This design comes from an exercise in tuning for small area, a short achievable clock period and few clock cycles on the open sky130 flow, not from production work. In this exercise RTL edits were held to simulation tests only and were not proved equivalent to the original. Power is estimated from default activity; no workload was simulated.

## mycpu_top
module mycpu_top(
    input  wire        clk,
    input  wire        resetn,
    output wire        inst_sram_en,
    output wire [ 3:0] inst_sram_wen,
    output wire [31:0] inst_sram_addr,
    output wire [31:0] inst_sram_wdata,
    input  wire [31:0] inst_sram_rdata,
    output wire        data_sram_en,
    output wire [ 3:0] data_sram_wen,
    output wire [31:0] data_sram_addr,
    output wire [31:0] data_sram_wdata,
    input  wire [31:0] data_sram_rdata,
    output wire [31:0] debug_wb_pc,
    output wire [ 3:0] debug_wb_rf_wen,
    output wire [ 4:0] debug_wb_rf_wnum,
    output wire [31:0] debug_wb_rf_wdata
);
reg  [13:0] fe_pc;       
reg         id_valid;
reg  [13:0] id_pc;
reg         ex_valid;
reg  [13:0] ex_pc;
reg  [31:0] ex_a, ex_b;    
reg  [31:0] ex_sd;         
reg  [15:0] ex_imm;
reg         ex_la2, ex_la1, ex_lb2, ex_lb1;    
reg         ex_wr;
reg  [ 4:0] ex_dest;
reg         ex_load, ex_store;
reg         ex_sub, ex_useimm;
reg  [11:0] ex_sel;
reg         ex_sh_left, ex_sh_arith, ex_sh_var;
reg         ex_br, ex_jr, ex_pred;
reg  [ 5:0] ex_brt;      
reg         ex_mul, ex_div, ex_msgn, ex_mthi, ex_mtlo, ex_hilo;
reg         ex_addsub;   
reg         mem_valid;
reg  [13:0] mem_pc;
reg  [31:0] mem_res;     
reg  [31:0] mem_sd;      
reg         mem_wr;
reg  [ 4:0] mem_dest;
reg         mem_load;
reg         mem_en;      
reg         mem_st;      
reg         wb_valid;
reg  [13:0] wb_pc;
reg  [31:0] wb_res;
reg         wb_wr;
reg  [ 4:0] wb_dest;
reg         wb_load;
reg         dbg_wen;
reg  [13:0] dbg_pc;
reg  [ 4:0] dbg_wnum;
reg  [31:0] dbg_wdata;
wire        md_busy, md_busy_next;
reg         stall_q;     
reg         fetch_en_q;  
wire [31:0] hi, lo;
wire stall = stall_q;
wire        redirect;
wire [13:0] redirect_pc;
assign inst_sram_en    = fetch_en_q;
assign inst_sram_wen   = 4'b0;
assign inst_sram_wdata = 32'b0;
assign inst_sram_addr  = {16'hbfc0, fe_pc, 2'b00};
wire [31:0] ir = inst_sram_rdata;
wire [ 5:0] op = ir[31:26];
  ...
Size in the first run: about 8400 cells after synthesis, ~1600 flip-flops, roughly 280 I/O pins, about 88000 um^2 of cells after synthesis.
export LEC_CHECK = 0
export CAP_MARGIN = 10
export CORE_MARGIN = 2
export CORE_UTILIZATION = 40
export CTS_CLUSTER_DIAMETER = 80
export CTS_CLUSTER_SIZE = 22
export SLEW_MARGIN = 10
create_clock -name core_clock -period 11.0 [get_ports {clk}]
standard.sh (not shown) runs the stock make flow with config.mk's settings and CLKGATE_MAP_FILE= SYNTH_SCRIPT=/design/flow/synth_recipe.tcl, a recipe that flattens the netlist after the stock synthesis.
==> flow/flow/run.sh <==
#!/bin/bash
# The standard layout (standard.sh), with two knobs changed:
#  - port buffers are buf_8 cells instead of the default delay-cell buffers
set -euo pipefail
bash standard.sh "BUFFER_PORTS_ARGS=-buffer_cell sky130_fd_sc_hd__buf_8" \
    SETUP_SLACK_MARGIN=6.8 finish > make_finish.log 2>&1
Testbench counts at the start, summed over its fixed seeds: cycles 39,777.
Next try:
Settings changed: CTS_CLUSTER_DIAMETER 80 to unset, CTS_CLUSTER_SIZE 22 to unset.
Effect:
- sequential power barely changes
- final cell count grows by 1.0%
- die area stays the same
- maximum frequency went up by 1.7%
- synthesized area stays the same
- wire length hardly moves
- synthesized cell count does not change
- clock-buffer cell count rose by 80
- design area rose by 2.3%
- non-clock buffer count came out lower by 20
Next try:
==> flow/flow/run.sh (replaced) <==
#!/bin/bash
# The standard layout (standard.sh), with two knobs changed:
#  - port buffers are buf_4 cells instead of the default delay-cell buffers
set -euo pipefail
bash standard.sh "BUFFER_PORTS_ARGS=-buffer_cell sky130_fd_sc_hd__buf_4" \
    SETUP_SLACK_MARGIN=6.9 finish > make_finish.log 2>&1
Settings changed: CORE_UTILIZATION 40 to 45, CTS_CLUSTER_DIAMETER set to 100, CTS_CLUSTER_SIZE set to 18.
Effect:
- The changed run finished but fails on slew limit
- power decreases by roughly a tenth
- cell count is lower slightly
- clock skew fell by 0.011 ns
- non-clock buffer count came out higher by 254
- via count went up by a few percent
- cell area came out lower slightly
- routed wire length goes up by a few percent
Next try:
==> flow/flow/run.sh (replaced) <==
#!/bin/bash
# The standard layout (standard.sh), with two knobs changed:
#  - port buffers are buf_8 cells instead of the default delay-cell buffers
set -euo pipefail
bash standard.sh "BUFFER_PORTS_ARGS=-buffer_cell sky130_fd_sc_hd__buf_8" \
    SETUP_SLACK_MARGIN=6.8 finish > make_finish.log 2>&1
Settings changed: CORE_UTILIZATION 45 to 40.
Result:
- This time the run completed with no timing, DRC or antenna violations
- cell count rises by 0.77%
- power decreases by 1.1%
- clock skew grows by 0.018 ns
- synthesized cell count does not change
- sequential share of layout area grows by 0.88 points
- worst setup slack got worse by 0.067 ns

========
Another version of the RTL of mycpu_top (not shown whole).
Size in the first run: roughly 8300 cells after synthesis, about 1600 flip-flops, roughly 280 I/O pins, about 0.089 mm2 of cells after synthesis.
==> flow/config.mk <==
export PLATFORM = sky130hd
export DESIGN_NAME = mycpu_top
export DESIGN_NICKNAME = mycpu_top
export VERILOG_FILES = /design/flow/design.v
export SDC_FILE = /design/flow/constraint.sdc
export NUM_CORES = 4
export LEC_CHECK = 0
export CAP_MARGIN = 20
export CORE_MARGIN = 2
export CORE_UTILIZATION = 50
export SLEW_MARGIN = 20
==> flow/constraint.sdc <==
create_clock -name core_clock -period 11.0 [get_ports {clk}]
set_input_delay 2.2000 -clock core_clock [delete_from_list [all_inputs] [get_ports {clk}]]
set_output_delay 2.2000 -clock core_clock [all_outputs]
set_load 0.01 [all_outputs]
==> flow/flow/run.sh <==
#!/bin/bash
# The standard layout (standard.sh), with two knobs changed:
#  - port buffers are buf_8 cells instead of the default delay-cell buffers
set -euo pipefail
bash standard.sh "BUFFER_PORTS_ARGS=-buffer_cell sky130_fd_sc_hd__buf_8" \
    SETUP_SLACK_MARGIN=6.9 finish > make_finish.log 2>&1
The first run finished with timing, DRC and antenna clean.
Testbench counts at the start, summed over its fixed seeds: cycles 39,777.
Then changed:
--- a/flow/flow/run.sh
+++ b/flow/flow/run.sh
@@ -5,2 +5,2 @@
 bash standard.sh "BUFFER_PORTS_ARGS=-buffer_cell sky130_fd_sc_hd__buf_8" \
-    SETUP_SLACK_MARGIN=6.9 finish > make_finish.log 2>&1
+    SETUP_SLACK_MARGIN=6.5 finish > make_finish.log 2>&1
Settings changed: CORE_UTILIZATION 50 to 40.
Via count falls by 3.5%.
First-iteration DRC count falls by 16%.
Synthesized cell count does not change.
Worst setup slack got worse by 0.20 ns.
Routed wire length falls by 5.2%.
Hold slack got worse by 0.038 ns.
Count of clock-buffer cells in the layout falls by 11.
Final area falls by 3.7%.
Sequential power stays flat.
Global-route usage falls by 10 points.
Die area rises by 25%.
Then changed:
--- a/flow/flow/run.sh
+++ b/flow/flow/run.sh
@@ -5,2 +5,2 @@
 bash standard.sh "BUFFER_PORTS_ARGS=-buffer_cell sky130_fd_sc_hd__buf_8" \
-    SETUP_SLACK_MARGIN=6.5 finish > make_finish.log 2>&1
+    SETUP_SLACK_MARGIN=6.8 finish > make_finish.log 2>&1
Outcome:
- clock skew fell by 0.0055 ns
- hold slack improves by 0.029 ns
- routed wire length went up by 4.5%
- clock power stays flat
- worst setup slack improved by 0.19 ns
- cell area grows by 3.5%
Then changed:
--- a/flow/flow/run.sh
+++ b/flow/flow/run.sh
@@ -5,2 +5,2 @@
 bash standard.sh "BUFFER_PORTS_ARGS=-buffer_cell sky130_fd_sc_hd__buf_8" \
-    SETUP_SLACK_MARGIN=6.8 finish > make_finish.log 2>&1
+    SETUP_SLACK_MARGIN=7.0 finish > make_finish.log 2>&1
=> Global-route usage rises by 0.57 points. Area after synthesis is unchanged. Combinational power rises by about 3%. Die area is unchanged. Core utilization rises by 1.3 points.

==> separate check: timing with driven ports <==
The flow's constraints put no driver on any port. The routed layouts listed below were extracted and timed again, unchanged, in two steps. Step 1 (the two cells are an assumption about what drives the block):
set clk [get_ports {clk}]
set_driving_cell -lib_cell sky130_fd_sc_hd__clkbuf_16 $clk
set_driving_cell -lib_cell sky130_fd_sc_hd__buf_2 [delete_from_list [all_inputs] $clk]
Step 2 adds t to the input delays and takes it off the output delays; t is the mean of the earliest and latest rising clock arrival at the registers after step 1. Input paths then give back, and output paths get back, about the clock's delay inside the block. Slacks: ideal / step 1 / step 2; pairs: ideal / step 1.
| run | t (ns) | setup WS [ns] | clock arrival spread, ns | pins driven straight from the clock port |
|---|---|---|---|---|
| the first run of note 1 | 0.907 | 6.571 / 6.420 / 5.513 | 0.148 / 0.148 | 1 |
| the second run of note 1 | 0.919 | 6.644 / 6.472 / 5.552 | 0.097 / 0.097 | 1 |
| the third run of note 1 | 0.899 | 6.594 / 6.439 / 5.540 | 0.085 / 0.086 | 1 |
| the fourth run of note 1 | 0.897 | 6.528 / 6.264 / 5.367 | 0.108 / 0.108 | 1 |
| the first run of note 2 | 0.911 | 6.643 / 6.562 / 5.651 | 0.098 / 0.098 | 1 |
| the second run of note 2 | 0.939 | 6.441 / 6.441 / 5.584 | 0.087 / 0.088 | 1 |
| the third run of note 2 | 0.939 | 6.633 / 6.657 / 5.727 | 0.085 / 0.085 | 1 |
| the fourth run of note 2 | 0.953 | 6.694 / 6.583 / 5.630 | 0.085 / 0.085 | 1 |
The setup slack of the fourth run of note 1, which loses most, moves by -0.264 ns with the drivers and by -1.161 ns with both steps.
